This is an optimization exercise on Yosys and OpenROAD, whose aim is small area and a short achievable clock period, not a production implementation.
RTL that was checked went through simulation tests only; none was proved equivalent to the original.
No activity file was given, so power comes from the tool's default toggle rates.

Design MIPS_cpu, start of the top module:
module MIPS_cpu(
    input clock,
    input reset,
    output [31:0] imem_addr,
    input [31:0] imem_rdata,
    output [31:0] dmem_addr,
    output [31:0] dmem_wdata,
    output dmem_we,
    input [31:0] dmem_rdata,
    output wb_en,
    output [4:0] wb_addr,
    output [31:0] wb_data
    );
==> flow/config.mk <==
export PLATFORM = sky130hd
export DESIGN_NAME = MIPS_cpu
export DESIGN_NICKNAME = MIPS_cpu
export VERILOG_FILES = /design/flow/design.v
export SDC_FILE = /design/flow/constraint.sdc
export NUM_CORES = 8
export LEC_CHECK = 0
export CAP_MARGIN = 30
export CORE_MARGIN = 2
export CORE_UTILIZATION = 45
export CTS_CLUSTER_DIAMETER = 100
export CTS_CLUSTER_SIZE = 20
export SETUP_SLACK_MARGIN = 5
export SLEW_MARGIN = 30
export SYNTH_HIERARCHICAL = 1
==> flow/constraint.sdc <==
create_clock -name core_clock -period 8.0 [get_ports {clock}]
set_input_delay 1.6000 -clock core_clock [delete_from_list [all_inputs] [get_ports {clock}]]
set_output_delay 1.6000 -clock core_clock [all_outputs]
set_load 0.01 [all_outputs]
standard.sh (not shown) runs the stock make flow with config.mk's settings and CLKGATE_MAP_FILE= SYNTH_SCRIPT=/design/flow/synth_recipe.tcl, a recipe that flattens the netlist after the stock synthesis.
==> flow/flow/run.sh <==
#!/bin/bash
# Layout flow: the standard flow (standard.sh), run in two parts.
#  1. synthesis, unchanged;
#  2. floorplan to final layout, with
#     - the delay cells (dlygate*, clkdlybuf*, dlymetal*) added to the
#       platform's don't-use list, so that port buffers and repair buffers
#       are plain buffers that timing repair can resize;
set -euo pipefail
DU="$(cat flow/dont_use.txt)"
bash standard.sh synth > synth.log 2>&1
bash standard.sh "DONT_USE_CELLS=$DU" SETUP_SLACK_MARGIN=5.3 finish > layout.log 2>&1
==> flow/flow/dont_use.txt <==
sky130_fd_sc_hd__probe_p_8 sky130_fd_sc_hd__probec_p_8 sky130_fd_sc_hd__lpflow_bleeder_1 sky130_fd_sc_hd__lpflow_clkbufkapwr_1 sky130_fd_sc_hd__lpflow_clkbufkapwr_16 sky130_fd_sc_hd__lpflow_clkbufkapwr_2 sky130_fd_sc_hd__lpflow_clkbufkapwr_4 sky130_fd_sc_hd__lpflow_clkbufkapwr_8 sky130_fd_sc_hd__lpflow_clkinvkapwr_1 sky130_fd_sc_hd__lpflow_clkinvkapwr_16 sky130_fd_sc_hd__lpflow_clkinvkapwr_2 sky130_fd_sc_hd__lpflow_clkinvkapwr_4 sky130_fd_sc_hd__lpflow_clkinvkapwr_8 sky130_fd_sc_hd__lpflow_decapkapwr_12 sky130_fd_sc_hd__lpflow_decapkapwr_3 sky130_fd_sc_hd__lpflow_decapkapwr_4 sky130_fd_sc_hd__lpflow_decapkapwr_6 sky130_fd_sc_hd__lpflow_decapkapwr_8 sky130_fd_sc_hd__lpflow_inputiso0n_1 sky130_fd_sc_hd__lpflow_inputiso0p_1 sky130_fd_sc_hd__lpflow_inputiso1n_1 sky130_fd_sc_hd__lpflow_inputiso1p_1 sky130_fd_sc_hd__lpflow_inputisolatch_1 sky130_fd_sc_hd__lpflow_isobufsrc_1 sky130_fd_sc_hd__lpflow_isobufsrc_16 sky130_fd_sc_hd__lpflow_isobufsrc_2 sky130_fd_sc_hd__lpflow_isobufsrc_4 sky130_fd_sc_hd__lpflow_isobufsrc_8 sky130_fd_sc_hd__lpflow_isobufsrckapwr_16 sky130_fd_sc_hd__lpflow_lsbuf_lh_hl_isowell_tap_1 sky130_fd_sc_hd__lpflow_lsbuf_lh_hl_isowell_tap_2 sky130_fd_sc_hd__lpflow_lsbuf_lh_hl_isowell_tap_4 sky130_fd_sc_hd__lpflow_lsbuf_lh_isowell_4 sky130_fd_sc_hd__lpflow_lsbuf_lh_isowell_tap_1 sky130_fd_sc_hd__lpflow_lsbuf_lh_isowell_tap_2 sky130_fd_sc_hd__lpflow_lsbuf_lh_isowell_tap_4 sky130_fd_sc_hd__clkdlybuf4s15_1 sky130_fd_sc_hd__clkdlybuf4s15_2 sky130_fd_sc_hd__clkdlybuf4s18_1 sky130_fd_sc_hd__clkdlybuf4s18_2 sky130_fd_sc_hd__clkdlybuf4s25_1 sky130_fd_sc_hd__clkdlybuf4s25_2 sky130_fd_sc_hd__clkdlybuf4s50_1 sky130_fd_sc_hd__clkdlybuf4s50_2 sky130_fd_sc_hd__dlygate4sd1_1 sky130_fd_sc_hd__dlygate4sd2_1 sky130_fd_sc_hd__dlygate4sd3_1 sky130_fd_sc_hd__dlymetal6s2s_1 sky130_fd_sc_hd__dlymetal6s4s_1 sky130_fd_sc_hd__dlymetal6s6s_1
Rerun with:
--- a/flow/design.v
+++ b/flow/design.v
@@ -32,13 +32,12 @@
     reg  [3:0]  x_tt;         
     reg         x_shl, x_shr, x_slc, x_src;
     reg         x_bz, x_bnz, x_jmp, x_jmr;
     reg  [4:0]  x_wa;
     reg         carry_q;
     reg         cin_q;        
-    reg         rf_clear;     
     reg         wb_en_q;
     reg  [4:0]  wb_addr_q;
     reg  [31:0] wb_data_q;
     assign imem_addr  = pc;
     assign dmem_addr  = a_q;
     assign dmem_wdata = b_q;
@@ -111,13 +110,13 @@
     wire imm_se  = o_jml | o_pcst | o_bz | o_bnz | o_jmp | o_adi | o_adci | o_sbi;
     wire use_imm = imm_se | o_ani | o_ori | o_xri | o_siu | o_aiu;
     wire inv_b   = o_sub | o_sbi | o_siu | o_slt;
     wire [31:0] immx = {{17{imm_se & imm[14]}}, imm};
     wire        use_rb  = ~use_imm;
     wire [31:0] ra_n, rb_n;
-    MIPS_registerFile rf(clock, rf_clear, sel_a, sel_b, wb_en_q, wb_addr_q, wb_data_q, ra_n, rb_n);
+    MIPS_registerFile rf(clock, reset, sel_a, sel_b, wb_en_q, wb_addr_q, wb_data_q, ra_n, rb_n);
     wire [31:0] ra_v = ~ra_n;
     wire [31:0] rb_v = ~rb_n;
     wire [4:0] sh = imm[4:0];
     wire [31:0] b_other = immx ^ {32{inv_b}};
     always @(posedge clock) begin
         a_q  <= use_pc ? pc_d : ra_v;
@@ -176,13 +175,12 @@
                 (((x_shl | x_slc) & rot[0]) | ((x_shr | x_src) & rot[31])) & ~kz;
     wire [31:0] wbd = x_add ? sum : x_ld ? dmem_rdata : res_other;
     wire z = ~|nz_q;          
     wire taken = x_jmp | (x_bz & z) | (x_bnz & ~z);
     assign pc_next = taken ? sum : x_jmr ? a_q : pc_inc;
     always @(posedge clock) begin
-        rf_clear  <= reset;
         carry_q   <= cout;
         cin_q     <= (o_sub | o_sbi | o_siu) | (o_adci & cout);
         wb_addr_q <= x_wa;
         wb_data_q <= wbd;
         if (reset)
             wb_en_q <= 1'b0;
The changed run completed with no timing, DRC or antenna violations.
Clock power shrinks by about 1%.
Via count goes up by 0.52%.
Total power increases by 0.42%.
Clock-buffer cell count grows by 4.
Final area climbs by 0.54%.
Synthesized area is about the same.
Cell count grows by 0.80%.
No functional check of the RTL was part of the first run of this note.

========
## v6
Another version of the RTL of MIPS_cpu (not shown whole).
Size: ~3,800 cells after synthesis, ~1,300 flip-flops, roughly 200 I/O pins, roughly 56,000 sq um of cells after synthesis.
==> flow/config.mk <==
export PLATFORM = sky130hd
export DESIGN_NAME = MIPS_cpu
export DESIGN_NICKNAME = MIPS_cpu
export VERILOG_FILES = /design/flow/design.v
export SDC_FILE = /design/flow/constraint.sdc
export NUM_CORES = 8
export LEC_CHECK = 0
export CAP_MARGIN = 30
export CORE_MARGIN = 2
export CORE_UTILIZATION = 45
export CTS_CLUSTER_DIAMETER = 100
export CTS_CLUSTER_SIZE = 20
export SETUP_SLACK_MARGIN = 5
export SLEW_MARGIN = 30
export SYNTH_HIERARCHICAL = 1
==> flow/constraint.sdc <==
create_clock -name core_clock -period 8.0 [get_ports {clock}]
set_input_delay 1.6000 -clock core_clock [delete_from_list [all_inputs] [get_ports {clock}]]
set_output_delay 1.6000 -clock core_clock [all_outputs]
set_load 0.01 [all_outputs]
==> flow/flow/run.sh <==
#!/bin/bash
# Layout flow: the standard flow (standard.sh), run in two parts.
#  1. synthesis, unchanged;
#  2. floorplan to final layout with the delay cells (dlygate*, clkdlybuf*,
#     dlymetal*) added to the platform's don't-use list, so that port
#     buffers and repair buffers are plain buffers that timing repair can
#     resize.
# Each part's full output goes to its own log file here.
set -euo pipefail
DU="$(cat flow/dont_use.txt)"
bash standard.sh synth > synth.log 2>&1
bash standard.sh "DONT_USE_CELLS=$DU" finish > layout.log 2>&1
Scripts as last shown in full above: flow/flow/dont_use.txt
Relative to v6, the following input files were edited for v7:
--- a/flow/design.v
+++ b/flow/design.v
@@ -14,22 +14,22 @@
     );
     reg  [31:0] pc;           
     reg  [31:0] pc_d;         
     reg  [31:0] ir;           
     reg  [31:0] sel_a, sel_b;  
     reg  [31:0] ones;         
-    integer n;
+    integer n, g;
     always @(*) begin
         ones = {pc[30:0], 1'b1};
         for (n = 1; n < 32; n = n * 2)
             ones = ones & ((ones << n) | ((32'd1 << n) - 32'd1));
     end
     wire [31:0] pc_inc = pc ^ ones;
     wire [31:0] pc_next;
     reg  [31:0] a_q, b_q;     
-    reg         z_q;          
+    reg  [7:0]  nz_q;         
     reg  [4:0]  k_q;          
     reg         x_rw, x_we, x_ld, x_add, x_slt, x_cg;
     reg  [3:0]  x_tt;         
     reg         x_shl, x_shr, x_slc, x_src;
     reg         x_bz, x_bnz, x_jmp, x_jmr;
     reg  [4:0]  x_wa;
@@ -110,22 +110,22 @@
     wire imm_se  = o_jml | o_pcst | o_bz | o_bnz | o_jmp | o_adi | o_adci | o_sbi;
     wire use_imm = imm_se | o_ani | o_ori | o_xri | o_siu | o_aiu;
     wire inv_b   = o_sub | o_sbi | o_siu | o_slt;
     wire [31:0] immx = {{17{imm_se & imm[14]}}, imm};
     wire        use_rb  = ~use_imm;
     wire [31:0] ra_n, rb_n;
-    wire        ra_zero;
-    MIPS_registerFile rf(clock, reset, sel_a, sel_b, wb_en_q, wb_addr_q, wb_data_q, ra_n, rb_n, ra_zero);
+    MIPS_registerFile rf(clock, reset, sel_a, sel_b, wb_en_q, wb_addr_q, wb_data_q, ra_n, rb_n);
     wire [31:0] ra_v = ~ra_n;
     wire [31:0] rb_v = ~rb_n;
     wire [4:0] sh = imm[4:0];
     wire [31:0] b_other = immx ^ {32{inv_b}};
     always @(posedge clock) begin
         a_q  <= use_pc ? pc_d : ra_v;
         b_q  <= use_rb ? rb_v ^ {32{inv_b}} : b_other;
-        z_q  <= ra_zero;
+        for (g = 0; g < 8; g = g + 1)
+            nz_q[g] <= ~&ra_n[4*g +: 4];
         k_q  <= o_lsl ? sh : o_lsr ? (5'd0 - sh) : o_shlc ? 5'd1 : 5'd31;
         x_wa <= fd;
         if (reset) begin
             {x_rw, x_we, x_ld, x_add, x_slt, x_cg} <= 6'd0;
             x_tt <= 4'd0;
             {x_shl, x_shr, x_slc, x_src} <= 4'd0;
@@ -171,13 +171,14 @@
     wire [31:0] shres = {x_src ? carry_q : shm[31], shm[30:1], x_slc ? carry_q : shm[0]};
     wire x_sh = x_shl | x_shr | x_slc | x_src;
     wire [31:0] res_other = lres | ({32{x_sh}} & shres) | {31'd0, x_slt & le};
     wire cout = (x_cg & (a_q[31] | b_q[31]) & ~sum[31]) |
                 (((x_shl | x_slc) & rot[0]) | ((x_shr | x_src) & rot[31])) & ~kz;
     wire [31:0] wbd = x_add ? sum : x_ld ? dmem_rdata : res_other;
-    wire taken = x_jmp | (x_bz & z_q) | (x_bnz & ~z_q);
+    wire z = ~|nz_q;          
+    wire taken = x_jmp | (x_bz & z) | (x_bnz & ~z);
     assign pc_next = taken ? sum : x_jmr ? a_q : pc_inc;
     always @(posedge clock) begin
         carry_q   <= cout;
         cin_q     <= (o_sub | o_sbi | o_siu) | (o_adci & cout);
         wb_addr_q <= x_wa;
         wb_data_q <= wbd;
@@ -194,39 +195,26 @@
     input [31:0] selA,
     input [31:0] selB,
     input load_enable,
     input [4:0] dest_select,
     input [31:0] reg_data,
     output [31:0] operandA_n,
-    output [31:0] operandB_n,
-    output reg zeroA            
+    output [31:0] operandB_n
     );
     wire [31:0] wdata = reg_data & {32{~reset}};
-    wire        wzero = ~|wdata;
     wire [31:0] regs [1:31];
-    wire [31:1] zf;             
     genvar i, b;
     generate
         for (i = 1; i < 32; i = i + 1) begin : r
             reg [31:0] q;
-            reg z;
             always @(posedge clk)
-                if (reset | (load_enable & (dest_select == i))) begin
+                if (reset | (load_enable & (dest_select == i)))
                     q <= wdata;
-                    z <= wzero;
-                end
             assign regs[i] = q;
-            assign zf[i] = z;
         end
     endgenerate
-    integer j;
-    always @(*) begin
-        zeroA = ~|selA | (selA[31] & ~|reg_data);
-        for (j = 1; j < 32; j = j + 1)
-            zeroA = zeroA | (selA[j-1] & zf[j]);
-    end
     generate
         for (b = 0; b < 32; b = b + 1) begin : rd
             wire [31:0] col;
             for (i = 1; i < 32; i = i + 1) begin : c
                 assign col[i-1] = regs[i][b];
             end
Diff v6 -> v7: flip-flop and latch share of the layout cell area saw a decrease; non-clock buffer count increased 55; setup slack higher; total length of routed met2 wires now larger. Lower length of routed met3 wiring was reported by v7, not v6.

========
MIPS_cpu, a different RTL version from the one above (not shown whole).
Size in the first run: ~3700 cells after synthesis, ~200 I/O pins, roughly 55000 sq um of cells after synthesis.
==> flow/config.mk <==
export PLATFORM = sky130hd
export DESIGN_NAME = MIPS_cpu
export DESIGN_NICKNAME = MIPS_cpu
export VERILOG_FILES = /design/flow/design.v
export SDC_FILE = /design/flow/constraint.sdc
export NUM_CORES = 8
export LEC_CHECK = 0
export CAP_MARGIN = 30
export CORE_MARGIN = 2
export CORE_UTILIZATION = 45
export CTS_CLUSTER_DIAMETER = 100
export CTS_CLUSTER_SIZE = 20
export SETUP_SLACK_MARGIN = 5
export SLEW_MARGIN = 30
export SYNTH_HIERARCHICAL = 1
==> flow/constraint.sdc <==
create_clock -name core_clock -period 8.0 [get_ports {clock}]
set_input_delay 1.6000 -clock core_clock [delete_from_list [all_inputs] [get_ports {clock}]]
set_output_delay 1.6000 -clock core_clock [all_outputs]
set_load 0.01 [all_outputs]
==> flow/flow/run.sh <==
#!/bin/bash
# Layout flow: the standard flow (standard.sh), run in two parts.
#  1. synthesis, unchanged;
#  2. floorplan to final layout, with
#     - the delay cells (dlygate*, clkdlybuf*, dlymetal*) added to the
#       platform's don't-use list, so that port buffers and repair buffers
#       are plain buffers that timing repair can resize;
set -euo pipefail
DU="$(cat flow/dont_use.txt)"
bash standard.sh synth > synth.log 2>&1
bash standard.sh "DONT_USE_CELLS=$DU" SETUP_SLACK_MARGIN=5.15 finish > layout.log 2>&1
Scripts as last shown in full above: flow/flow/dont_use.txt
Then changed:
--- a/flow/design.v
+++ b/flow/design.v
@@ -151,21 +151,19 @@
             x_src <= o_shrc;
             x_bz  <= o_bz;
             x_bnz <= o_bnz;
             x_jmp <= o_jmp | o_jml;
             x_jmr <= o_jmr;
         end
     end
     wire cin = cin_q;
-    wire [32:0] s33 = {1'b0, a_q[30:0], 1'b1} + {1'b0, b_q[30:0], cin};
-    wire        c31 = s33[32];
-    wire        p31 = a_q[31] ^ b_q[31];
-    wire [31:0] sum = {p31 ^ c31, s33[31:1]};
-    wire        le  = p31 ^ ((a_q[31] & b_q[31]) | (p31 & c31));
+    wire [33:0] s34 = {a_q[31], a_q, 1'b1} + {b_q[31], b_q, cin};
+    wire [31:0] sum = s34[32:1];
+    wire        le  = s34[33];    
     reg [31:0] lres;
     integer i;
     always @(*)
         for (i = 0; i < 32; i = i + 1)
             lres[i] = x_tt[{a_q[i], b_q[i]}];
     wire [31:0] r1  = k_q[0] ? {a_q[30:0], a_q[31]}    : a_q;
     wire [31:0] r2  = k_q[1] ? {r1[29:0],  r1[31:30]}  : r1;
     wire [31:0] r4  = k_q[2] ? {r2[27:0],  r2[31:28]}  : r2;
@@ -175,18 +173,17 @@
     reg [31:0] mask;
     always @(*)
         for (i = 0; i < 32; i = i + 1)
             mask[i] = x_shl ? (i >= k_q) : x_shr ? (kz | (i < k_q)) : (x_slc | x_src);
     wire [31:0] shm = rot & mask;
     wire [31:0] shres = {x_src ? carry_q : shm[31], shm[30:1], x_slc ? carry_q : shm[0]};
     wire x_sh = x_shl | x_shr | x_slc | x_src;
     wire [31:0] res_other = lres | ({32{x_sh}} & shres) | {31'd0, x_slt & le};
-    wire cadd = (a_q[31] & b_q[31] & ~c31) | (p31 & c31);
-    wire cout = (x_cg & cadd) |
+    wire cout = (x_cg & (a_q[31] | b_q[31]) & ~sum[31]) |
                 (((x_shl | x_slc) & rot[0]) | ((x_shr | x_src) & rot[31])) & ~kz;
     wire [31:0] wbd = x_add ? sum : x_ld ? dmem_rdata : res_other;
     wire z = ~|nz_q;          
     wire taken = x_jmp | (x_bz & z) | (x_bnz & ~z);
     assign pc_next = taken ? sum : x_jmr ? a_q : pc_inc;
     always @(posedge clock) begin
         rf_clear  <= reset;
         carry_q   <= cout;
Non-clock buffer count drops by 32; setup slack gains 0.41 ns; area after synthesis climbs slightly; global-route usage climbs by 0.28 points; routed wire length climbs slightly.
The RTL of the first run of this note was laid out without a check of its function.

## what the ideal ports hide
In the flow no input, the clock included, has a driving cell. The finished layouts below were timed again as built, in two steps.
Step 1, drivers: a clkbuf_16 drives clock and a buf_2 each remaining input, both assumed.
Step 2 also shifts input and output timing later by t, the mid clock arrival at the registers, as if the neighbouring blocks saw the same clock.
Slacks: no drivers / after step 1 / after step 2; pairs: no drivers / after step 1.
| run | t, ns | setup slack, ns | worst hold slack (ns) | worst setup path after step 2 | cell pins on the clock port's net |
|---|---|---|---|---|---|
| the first run of note 1 | 0.763 | 5.032 / 4.957 / 4.669 | 0.318 / 0.318 / 0.318 | input to register | 1 |
| the second run of note 1 | 0.769 | 5.062 / 4.987 / 4.516 | 0.330 / 0.330 / 0.330 | input to register | 1 |
| v6 | 0.759 | 4.947 / 4.880 / 4.175 | 0.322 / 0.322 / 0.322 | input to register | 1 |
| v7 | 0.746 | 4.996 / 4.946 / 4.281 | 0.317 / 0.317 / 0.317 | input to register | 1 |
| the first run of note 3 | 0.765 | 4.658 / 4.658 / 4.522 | 0.331 / 0.331 / 0.331 | input to register | 1 |
| the second run of note 3 | 0.768 | 5.067 / 4.987 / 4.611 | 0.331 / 0.331 / 0.331 | input to register | 1 |
After both steps setup and hold are still met in every run listed. The setup slack of v6, which loses most, moves by -0.067 ns with the drivers and by -0.772 ns with both steps.
